What follows belongs to an exercise in optimizing a design on an open flow for small area; a production flow would make more cautious choices.
Power and IR drop assume default switching activity.

Design top, start of the top module:
module top (
    input CLK100MHZ,
    input BTNC, BTNU, BTNL,
    input [15:0] swt,
    input rst,
    output [15:0] led,
    output [7:0] AN,
    output [6:0] segments
);
export LEC_CHECK = 0
export CAP_MARGIN = 20
export CORE_MARGIN = 2
export CORE_UTILIZATION = 40
export SLEW_MARGIN = 20
create_clock -name core_clock -period 10.0 [get_ports {CLK100MHZ}]
standard.sh (not shown) runs the stock make flow with config.mk's settings and CLKGATE_MAP_FILE= SYNTH_SCRIPT=/design/flow/synth_recipe.tcl, a recipe that flattens the netlist after the stock synthesis.
==> flow/flow/run.sh <==
#!/bin/bash
# Own layout flow: the standard flow (standard.sh) with these changes:
#  - synthesis maps the logic with an area-oriented ABC script (flow/area.abc)
#    and without the adder-extraction step (ADDER_MAP_FILE empty); register
#    mapping is untouched, and flow/regnames.py gives every register the
#    instance name the standard synthesis gave it (paired by Q net, same
#    cell type), so the registers match the standard synthesis;
#  - ports are buffered with the smallest buffer (buf_1);
#  - clock tree synthesis uses clkbuf_4 (clkbuf_8 at the root) and no dummy loads;
#  - one tie cell per constant value drives all the constant outputs.
# If the registers do not pair up, it falls back to the standard flow.
# Each tool's full output goes to its own log in this folder.
set -uo pipefail
HERE=$(pwd)
RES=$HERE/orfs/results/$FLOW_PLATFORM/top/base
# keep every file the tools write inside this folder
mkdir -p $HERE/tmp $HERE/home
export TMPDIR=$HERE/tmp HOME=$HERE/home XDG_CACHE_HOME=$HERE/home/.cache
export MY_ABC_SCRIPT=$HERE/flow/area.abc
EXTRA=(SYNTH_SCRIPT=$HERE/flow/my_synth.tcl ADDER_MAP_FILE= SKIP_REPAIR_TIE_FANOUT=1 "BUFFER_PORTS_ARGS=-buffer_cell sky130_fd_sc_hd__buf_1" "CTS_ARGS=-sink_clustering_enable -repair_clock_nets -dont_use_dummy_load -buf_list sky130_fd_sc_hd__clkbuf_4 -root_buf sky130_fd_sc_hd__clkbuf_8 -tree_buf sky130_fd_sc_hd__clkbuf_4 -sink_clustering_size 24 -sink_clustering_max_diameter 80")

fallback() {
  echo "falling back to the standard flow: $1" | tee -a fallback.txt
  rm -rf $HERE/orfs
  bash standard.sh > standard.log 2>&1
  exit $?
}

# 1. the standard synthesis, for reference
bash standard.sh synth > std_synth.log 2>&1 || fallback "standard synthesis failed"
cp $RES/1_2_yosys.v $HERE/std_1_2_yosys.v
rm -rf $HERE/orfs
# 2. our synthesis
bash standard.sh "${EXTRA[@]}" $RES/1_2_yosys.v > my_synth.log 2>&1 || fallback "own synthesis failed"
cp $RES/1_2_yosys.v $HERE/my_1_2_yosys.v
python3 $HERE/flow/regnames.py $HERE/std_1_2_yosys.v $HERE/my_1_2_yosys.v $RES/1_2_yosys.v > regnames.log 2>&1 \
  || fallback "registers do not pair up ($(tail -1 regnames.log))"
# 3. the rest of the flow
bash standard.sh "${EXTRA[@]}" finish > my_flow.log 2>&1
rc=$?
wait
rm -rf $HERE/tmp
exit $rc
==> flow/flow/area.abc <==
strash
&get -n
&fraig -x
&put
scorr
dc2
strash
&get -n
&deepsyn -T 20
&put
strash
&get -n
&dch -f
&nf -R 1000
&put
mfs3 -a
Other scripts of this flow, unchanged in this note and not shown: flow/flow/my_synth.tcl, flow/flow/regnames.py
The first run completed without violations.
Then changed:
--- a/flow/flow/run.sh
+++ b/flow/flow/run.sh
@@ -16,3 +15,0 @@
-# keep every file the tools write inside this folder
-mkdir -p $HERE/tmp $HERE/home
-export TMPDIR=$HERE/tmp HOME=$HERE/home XDG_CACHE_HOME=$HERE/home/.cache
@@ -20 +17 @@
-EXTRA=(SYNTH_SCRIPT=$HERE/flow/my_synth.tcl ADDER_MAP_FILE= SKIP_REPAIR_TIE_FANOUT=1 "BUFFER_PORTS_ARGS=-buffer_cell sky130_fd_sc_hd__buf_1" "CTS_ARGS=-sink_clustering_enable -repair_clock_nets -dont_use_dummy_load -buf_list sky130_fd_sc_hd__clkbuf_4 -root_buf sky130_fd_sc_hd__clkbuf_8 -tree_buf sky130_fd_sc_hd__clkbuf_4 -sink_clustering_size 24 -sink_clustering_max_diameter 80")
+EXTRA=(SYNTH_SCRIPT=$HERE/flow/my_synth.tcl ADDER_MAP_FILE= SKIP_REPAIR_TIE_FANOUT=1 "BUFFER_PORTS_ARGS=-buffer_cell sky130_fd_sc_hd__buf_1" "CTS_ARGS=-sink_clustering_enable -repair_clock_nets -dont_use_dummy_load -buf_list sky130_fd_sc_hd__clkbuf_2 sky130_fd_sc_hd__clkbuf_4 -sink_clustering_size 10 -sink_clustering_max_diameter 50")
@@ -40,4 +36,0 @@
-rc=$?
-wait
-rm -rf $HERE/tmp
-exit $rc
With this change the flow never finished: it broke off in clock tree synthesis on STA-0564; area after synthesis stays the same; synthesized cell count does not change.
Then changed:
--- a/flow/flow/run.sh
+++ b/flow/flow/run.sh
@@ -17 +17 @@
-EXTRA=(SYNTH_SCRIPT=$HERE/flow/my_synth.tcl ADDER_MAP_FILE= SKIP_REPAIR_TIE_FANOUT=1 "BUFFER_PORTS_ARGS=-buffer_cell sky130_fd_sc_hd__buf_1" "CTS_ARGS=-sink_clustering_enable -repair_clock_nets -dont_use_dummy_load -buf_list sky130_fd_sc_hd__clkbuf_2 sky130_fd_sc_hd__clkbuf_4 -sink_clustering_size 10 -sink_clustering_max_diameter 50")
+EXTRA=(SYNTH_SCRIPT=$HERE/flow/my_synth.tcl ADDER_MAP_FILE= SKIP_REPAIR_TIE_FANOUT=1 "BUFFER_PORTS_ARGS=-buffer_cell sky130_fd_sc_hd__buf_1" "CTS_ARGS=-sink_clustering_enable -repair_clock_nets -dont_use_dummy_load -buf_list sky130_fd_sc_hd__clkbuf_4 -sink_clustering_size 24 -sink_clustering_max_diameter 80")
Now the flow finished with timing, DRC and antenna clean.
Synthesized area is unchanged.
Synthesized cell count stays the same.
Then changed:
--- a/flow/flow/run.sh
+++ b/flow/flow/run.sh
@@ -17 +17 @@
-EXTRA=(SYNTH_SCRIPT=$HERE/flow/my_synth.tcl ADDER_MAP_FILE= SKIP_REPAIR_TIE_FANOUT=1 "BUFFER_PORTS_ARGS=-buffer_cell sky130_fd_sc_hd__buf_1" "CTS_ARGS=-sink_clustering_enable -repair_clock_nets -dont_use_dummy_load -buf_list sky130_fd_sc_hd__clkbuf_4 -sink_clustering_size 24 -sink_clustering_max_diameter 80")
+EXTRA=(SYNTH_SCRIPT=$HERE/flow/my_synth.tcl ADDER_MAP_FILE= SKIP_REPAIR_TIE_FANOUT=1 "BUFFER_PORTS_ARGS=-buffer_cell sky130_fd_sc_hd__buf_1" "CTS_ARGS=-sink_clustering_enable -repair_clock_nets -dont_use_dummy_load -buf_list sky130_fd_sc_hd__clkbuf_4 -root_buf sky130_fd_sc_hd__clkbuf_8 -sink_clustering_size 12 -sink_clustering_max_diameter 60")
==> flow/flow/area.abc (replaced) <==
strash
&get -n
&fraig -x
&put
scorr
dc2
dc2
strash
&get -n
&dch -f
&nf -R 1000
&put
strash
&get -n
&dch -f
&nf -R 1000
&put
What happened: The new run completed with no timing, DRC or antenna violations; maximum frequency came out higher by 15%; cell count goes up by 14%; power climbs by 6.5%; worst setup slack gets better by 0.62 ns; routed wire length went up by 2.1%; core utilization went up by 0.58 points; clock power rises by 33%; clock skew came out lower by 0.029 ns.
Then changed:
--- a/flow/flow/run.sh
+++ b/flow/flow/run.sh
@@ -17 +17 @@
-EXTRA=(SYNTH_SCRIPT=$HERE/flow/my_synth.tcl ADDER_MAP_FILE= SKIP_REPAIR_TIE_FANOUT=1 "BUFFER_PORTS_ARGS=-buffer_cell sky130_fd_sc_hd__buf_1" "CTS_ARGS=-sink_clustering_enable -repair_clock_nets -dont_use_dummy_load -buf_list sky130_fd_sc_hd__clkbuf_4 -root_buf sky130_fd_sc_hd__clkbuf_8 -sink_clustering_size 12 -sink_clustering_max_diameter 60")
+EXTRA=(SYNTH_SCRIPT=$HERE/flow/my_synth.tcl ADDER_MAP_FILE= SKIP_REPAIR_TIE_FANOUT=1 "BUFFER_PORTS_ARGS=-buffer_cell sky130_fd_sc_hd__buf_1" "CTS_ARGS=-sink_clustering_enable -repair_clock_nets -dont_use_dummy_load -buf_list sky130_fd_sc_hd__clkbuf_4 -root_buf sky130_fd_sc_hd__clkbuf_8 -tree_buf sky130_fd_sc_hd__clkbuf_4 -sink_clustering_size 24 -sink_clustering_max_diameter 80")
==> flow/flow/area.abc (replaced) <==
strash
&get -n
&fraig -x
&put
scorr
dc2
strash
&get -n
&deepsyn -T 20
&put
strash
&get -n
&dch -f
&nf -R 1000
&put
mfs3 -a
=> Sequential power hardly moves; final cell count goes down by 12%; cell area went down by about 5%; total power rose by 2.4%; via count decreases by about 5.4%; first-iteration DRC count drops by 33%; area after synthesis shrinks by about 4.4%; combinational power came out higher by 16%; worst setup slack loses 0.56 ns.
No run of this note included a check of the RTL's function; only the layout flow was run.

## what the ideal ports hide
Ports are ideal in the flow. The routed layouts listed here were re-timed in OpenROAD.
Step 1 assumes that a clkbuf_16 drives the clock port and a buf_2 every other input.
Step 2 also shifts input and output timing later by t, the mid clock arrival at the registers, as if the neighbouring blocks saw the same clock.
Three values: no drivers, after step 1, after step 2; two values: the first two.
| run | t (ns) | setup WS [ns] | hold slack, ns | pins driven straight from the clock port |
|---|---|---|---|---|
| the first run | 0.353 | 5.193 / 5.168 / 5.521 | 0.394 / 0.394 / 0.394 | 1 |
| the third run | 0.413 | 5.136 / 5.110 / 5.523 | 0.398 / 0.398 / 0.398 | 1 |
| the fourth run | 0.352 | 5.754 / 5.725 / 6.077 | 0.383 / 0.383 / 0.383 | 1 |
| the fifth run | 0.353 | 5.193 / 5.168 / 5.521 | 0.394 / 0.394 / 0.394 | 1 |
After both steps every run listed still meets setup and hold.
